Context: an optimization exercise on an open-source flow, tuned for small area, a short achievable clock period and few clock cycles per item. The choices shown serve that exercise and are no tape-out recipe. Only simulation tests tie the RTL to the original design; equivalence was not proved. No activity file was given, so power comes from the tool's default toggle rates.

Design top, start of the top module:
module top(
    input clk,
    input rst_n,
    input start,
    input Clr,
    output [191:0] C,
    output done,
    output [31:0] mem_address,
    output mem_read,
    input [63:0] mem_readdata,
    input mem_readdatavalid,
    input mem_waitrequest
);
    logic       run;        
    logic       rd_q;       
    logic [3:0] addr;       
    logic       have_b;     
    logic       done_q;
    logic       l_full;     
    logic       r_busy;     
    logic [1:0] r_cnt;      
    logic [2:0] rotcnt;     
    logic       a_v, a_first, a_last;   
    logic       b_last;     
    logic       u_acc0, u_acc1, u_rs;   
    wire accept = rd_q & ~mem_waitrequest;
    wire row_v  = mem_readdatavalid & have_b;
    wire b_v    = mem_readdatavalid & ~have_b;
    wire r_end  = r_busy & (r_cnt == 2'd3);
    wire r_take_l  = r_end & l_full;
    wire r_take_rd = row_v & (~r_busy | (r_end & ~l_full));
    wire l_load    = row_v & ~r_take_rd;
    wire rot    = b_last;
    logic [3:0] addr_n;
    logic       l_full_n;
    always_comb begin
        addr_n = accept ? addr + 4'd1 : addr;
        l_full_n = l_load | (l_full & ~r_take_l);
    end
    always_ff @(posedge clk, negedge rst_n) begin
        if (!rst_n) begin
            run <= 1'b0;
            rd_q <= 1'b0;
            addr <= 4'd0;
            have_b <= 1'b0;
            done_q <= 1'b0;
            l_full <= 1'b0;
            r_busy <= 1'b0;
            r_cnt <= 2'd0;
            rotcnt <= 3'd0;
            a_v <= 1'b0;
            a_first <= 1'b0;
            a_last <= 1'b0;
            b_last <= 1'b0;
            u_acc0 <= 1'b0;
            u_acc1 <= 1'b0;
            u_rs <= 1'b0;
        end else begin
            if (start) begin
                run <= 1'b1;
                rd_q <= 1'b1;
                addr <= 4'd0;
                have_b <= 1'b0;
                done_q <= 1'b0;
                rotcnt <= 3'd0;
            end else begin
                addr <= addr_n;
                if (!run) done_q <= 1'b1;
                rd_q <= run & (addr_n != 4'd9)
                      & (~l_full_n | (r_busy & (r_cnt == 2'd2) & ~r_take_rd));
                if (b_v) have_b <= 1'b1;
                if (rot) begin
                    rotcnt <= rotcnt + 3'd1;
                    if (rotcnt == 3'd7) begin
                        done_q <= 1'b1;
                        run <= 1'b0;
  ...
Size: about 530 flip-flops, about 300 I/O pins, about 23000 um^2 of cells after synthesis.
Settings: LEC_CHECK=0, CAP_MARGIN=20, CORE_MARGIN=2, CORE_UTILIZATION=40, CTS_CLUSTER_DIAMETER=100, CTS_CLUSTER_SIZE=30, SETUP_SLACK_MARGIN=3.3, SLEW_MARGIN=20; clock period 6.0 ns.
standard.sh (not shown) runs the stock make flow with config.mk's settings and CLKGATE_MAP_FILE= SYNTH_SCRIPT=/design/flow/synth_recipe.tcl, a recipe that flattens the netlist after the stock synthesis.
==> flow/flow/run.sh <==
#!/bin/bash
# The standard layout (the standard.sh), with sky130_fd_sc_hd__buf_1 as
# the buffer that buffer_ports puts on every input and output port.
set -o pipefail
export BUFFER_PORTS_ARGS="-buffer_cell sky130_fd_sc_hd__buf_1"
bash standard.sh 2>&1 | tee standard.log
Testbench counts at the start, summed over its fixed seeds: cycles 11,161, items 192.
Next try:
ABC_AREA = 1   (was default)
SETUP_SLACK_MARGIN = 3.5   (was 3.3)
Effect: The new run ran to the end with no violations. Routed wire length is higher by 25%. Clock-buffer cell count is higher by 1. Synthesized area is higher by about 0.9%. Cell area is higher by 1.2%. Cell count is higher by about 23%.
Next try:
ABC_AREA = default   (was 1)
CORE_UTILIZATION = 60   (was 40)
=> The changed run produced a clean layout. Wire length decreases by 15%. Die area decreases by 33%. Clock power decreases by 15%. Cell area decreases by 2.0%. Utilization increases by 22 points. Area after synthesis decreases by 0.84%. Setup slack degrades by 0.091 ns.


The RTL this note starts from:
==> flow/design.v <==
module top(
    input clk,
    input rst_n,
    input start,
    input Clr,
    output [191:0] C,
    output done,
    output [31:0] mem_address,
    output mem_read,
    input [63:0] mem_readdata,
    input mem_readdatavalid,
    input mem_waitrequest
);
    logic       run;        
    logic       rd_q;       
    logic [3:0] addr;       
    logic       have_b;     
    logic       done_q;
    logic       l_full;     
    logic       r_busy;     
    logic [2:0] r_cnt;      
    logic [2:0] rotcnt;     
    logic       a_v, a_last;   
    wire accept = rd_q & ~mem_waitrequest;
    wire row_v  = mem_readdatavalid & have_b;
    wire b_v    = mem_readdatavalid & ~have_b;
    wire r_end  = r_busy & (r_cnt == 3'd7);
    wire r_take_l  = r_end & l_full;
    wire r_take_rd = row_v & (~r_busy | (r_end & ~l_full));
    wire l_load    = row_v & ~r_take_rd;
    wire rot    = a_v & a_last;
    logic [3:0] addr_n;
    logic       l_full_n;
    always_comb begin
        addr_n = accept ? addr + 4'd1 : addr;
        l_full_n = l_load | (l_full & ~r_take_l);
    end
    always_ff @(posedge clk, negedge rst_n) begin
        if (!rst_n) begin
            run <= 1'b0;
            rd_q <= 1'b0;
            addr <= 4'd0;
            have_b <= 1'b0;
            done_q <= 1'b1;
            l_full <= 1'b0;
            r_busy <= 1'b0;
            r_cnt <= 3'd0;
            rotcnt <= 3'd0;
            a_v <= 1'b0;
            a_last <= 1'b0;
        end else begin
            if (start) begin
                run <= 1'b1;
                rd_q <= 1'b1;
                addr <= 4'd0;
                have_b <= 1'b0;
                done_q <= 1'b0;
                rotcnt <= 3'd0;
            end else begin
                addr <= addr_n;
                rd_q <= run & (addr_n != 4'd9) & ~l_full_n;
                if (b_v) have_b <= 1'b1;
                if (rot) begin
                    rotcnt <= rotcnt + 3'd1;
                    if (rotcnt == 3'd7) begin
                        done_q <= 1'b1;
                        run <= 1'b0;
                    end
                end
            end
            l_full <= l_full_n;
            if (r_take_rd | r_take_l) begin
                r_busy <= 1'b1;
                r_cnt <= 3'd0;
            end else if (r_busy) begin
                r_cnt <= r_cnt + 3'd1;
                if (r_cnt == 3'd7) r_busy <= 1'b0;
            end
            a_v <= r_busy;
            a_last <= r_end;
        end
    end
    assign mem_read = rd_q;
    assign mem_address = {28'd0, addr};
    assign done = done_q;
    logic [63:0] L, R, bv;
    logic [9:0]  t3;            
    logic [15:0] ps, pc;        
    always_ff @(posedge clk) begin
        if (l_load) L <= mem_readdata;
        if (r_take_rd) R <= mem_readdata;
        else if (r_take_l) R <= L;
        else R <= {8'd0, R[63:8]};
        if (b_v) bv <= mem_readdata;
        else if (r_busy) bv <= {bv[7:0], bv[63:8]};
    end
    wire [7:0] b_next = r_busy ? bv[15:8] : bv[7:0];
    always_ff @(posedge clk) t3 <= {2'b00, b_next} + {1'b0, b_next, 1'b0};
    wire [7:0] a = R[7:0];
    wire [7:0] b = bv[7:0];
    function automatic [9:0] pick(input [1:0] d, input [7:0] bb, input [9:0] bb3);
        case (d)
            2'd0: pick = 10'd0;
            2'd1: pick = {2'b00, bb};
            2'd2: pick = {1'b0, bb, 1'b0};
            default: pick = bb3;
        endcase
    endfunction
    wire [15:0] pr0 = {6'd0, pick(a[1:0], b, t3)};
    wire [15:0] pr1 = {4'd0, pick(a[3:2], b, t3), 2'd0};
    wire [15:0] pr2 = {2'd0, pick(a[5:4], b, t3), 4'd0};
    wire [15:0] pr3 = {pick(a[7:6], b, t3), 6'd0};
    wire [15:0] s1 = pr0 ^ pr1 ^ pr2;
    wire [15:0] c1 = {(pr0[14:0] & pr1[14:0]) | (pr0[14:0] & pr2[14:0]) | (pr1[14:0] & pr2[14:0]), 1'b0};
    wire [15:0] s2 = s1 ^ c1 ^ pr3;
    wire [15:0] c2 = {(s1[14:0] & c1[14:0]) | (s1[14:0] & pr3[14:0]) | (c1[14:0] & pr3[14:0]), 1'b0};
    always_ff @(posedge clk) begin
        ps <= s2;
        pc <= c2;
    end
    logic [7:0][23:0] acc;
    wire clr = Clr | ~rst_n;
    wire [23:0] hd  = acc[0];
    wire [23:0] xs = hd ^ {8'd0, ps} ^ {8'd0, pc};
    wire [23:0] yc = {(hd[22:0] & {7'd0, ps}) | (hd[22:0] & {7'd0, pc}) | ({7'd0, ps} & {7'd0, pc}), 1'b0};
    wire [23:0] sum = xs + yc;
    always_ff @(posedge clk) begin
        if (clr) begin
            for (int i = 0; i < 8; i++) acc[i] <= 24'd0;
        end else if (rot) begin
            for (int i = 0; i < 7; i++) acc[i] <= acc[i+1];
            acc[7] <= sum;
        end else if (a_v) begin
            acc[0] <= sum;
        end
    end
    assign C = acc;
endmodule
Settings: LEC_CHECK=0, CAP_MARGIN=20, CORE_MARGIN=2, CORE_UTILIZATION=40, SETUP_SLACK_MARGIN=3.5, SLEW_MARGIN=20; clock period 6.0 ns.
Scripts as last shown in full above: flow/flow/run.sh
Testbench counts at the start, summed over its fixed seeds: cycles 14,956, items 192.
Edit:
==> flow/run.sh (new file) <==
#!/bin/bash
# synth_recipe.tcl (not shown) runs the flow's synth.tcl, then flattens the netlist and writes it again
# the make line also repeats each setting of config.mk as NAME=value (left out here)
make -C /OpenROAD-flow-scripts/flow DESIGN_CONFIG=/design/flow/config.mk WORK_HOME=/design/flow/orfs CLKGATE_MAP_FILE= SYNTH_SCRIPT=/design/flow/synth_recipe.tcl finish
removed: flow/flow/run.sh
removed: flow/standard.sh
Final cell count is higher by 1.3%.
Synthesized area does not change.
Total power is higher by 3.3%.
Worst hold slack degrades by 0.0085 ns.
Design area is higher by 9.3%.
Critical path depth is higher by 1.
Global-route usage is higher by 1.3 points.
Worst setup slack degrades by 0.0082 ns.
Edit:
SETUP_SLACK_MARGIN = unset   (was 3.5)
The changed run completed without violations.
Fmax falls by 16%.
Wire length falls by 6.9%.
Design area falls by 5.9%.
Edit:
==> flow/flow/run.sh (new file) <==
#!/bin/bash
# The standard layout (the standard.sh), with sky130_fd_sc_hd__buf_1 as
# the buffer that buffer_ports puts on every input and output port.
set -o pipefail
export BUFFER_PORTS_ARGS="-buffer_cell sky130_fd_sc_hd__buf_1"
bash standard.sh 2>&1 | tee standard.log
==> flow/standard.sh (new file) <==
#!/bin/bash
# synth_recipe.tcl (not shown) runs the flow's synth.tcl, then flattens the netlist and writes it again
# the make line also repeats each setting of config.mk as NAME=value (left out here)
make -C /OpenROAD-flow-scripts/flow DESIGN_CONFIG=/design/flow/config.mk WORK_HOME=/design/flow/orfs CLKGATE_MAP_FILE= SYNTH_SCRIPT=/design/flow/synth_recipe.tcl "${@:-finish}"
CTS_BUF_LIST = sky130_fd_sc_hd__clkbuf_4   (was unset)
SETUP_SLACK_MARGIN = 3.5   (was unset)
removed: flow/run.sh
Outcome:
- design area went up by 13%
- sequential share of layout area fell by 3.6 points
- routed wire length went up by 20%
- clock power falls by about 3%
- die area is unchanged
- non-clock buffer count came out higher by 260
- area after synthesis does not change
- hold slack got worse by 0.12 ns

==> afterwards: timing with drivers on the ports <==
In the flow no input, the clock included, has a driving cell. The finished layouts below were timed again as built, in two steps. Step 1: set_driving_cell puts a clkbuf_16 on clk and a buf_2 on each other input, an assumption about the parent block. Step 2 adds t to the input delays and takes it off the output delays; t is the mean of the earliest and latest rising clock arrival at the registers after step 1. Input paths then give back, and output paths get back, about the clock's delay inside the block. Three values: ideal, step 1, step 2; two values: the first two.
| run | shift t [ns] | setup slack, ns | worst data-port slew with drivers (ns) |
|---|---|---|---|
| the first run of note 1 | 0.631 | 3.418 / 3.418 / 2.915 | 0.09 |
| the second run of note 1 | 0.646 | 3.540 / 3.481 / 3.080 | 0.12 |
| the third run of note 1 | 0.615 | 3.449 / 3.449 / 3.020 | 0.09 |
| the first run of note 2 | 0.633 | 3.364 / 3.364 / 3.003 | 0.10 |
| the second run of note 2 | 0.643 | 3.356 / 3.356 / 2.902 | 0.09 |
| the third run of note 2 | 0.633 | 2.838 / 2.838 / 2.539 | 0.10 |
| the fourth run of note 2 | 0.918 | 3.235 / 3.185 / 2.684 | 0.10 |
After both steps setup and hold are still met in every run listed. The setup slack of the fourth run of note 2, which loses most, moves by -0.050 ns with the drivers and by -0.551 ns with both steps.
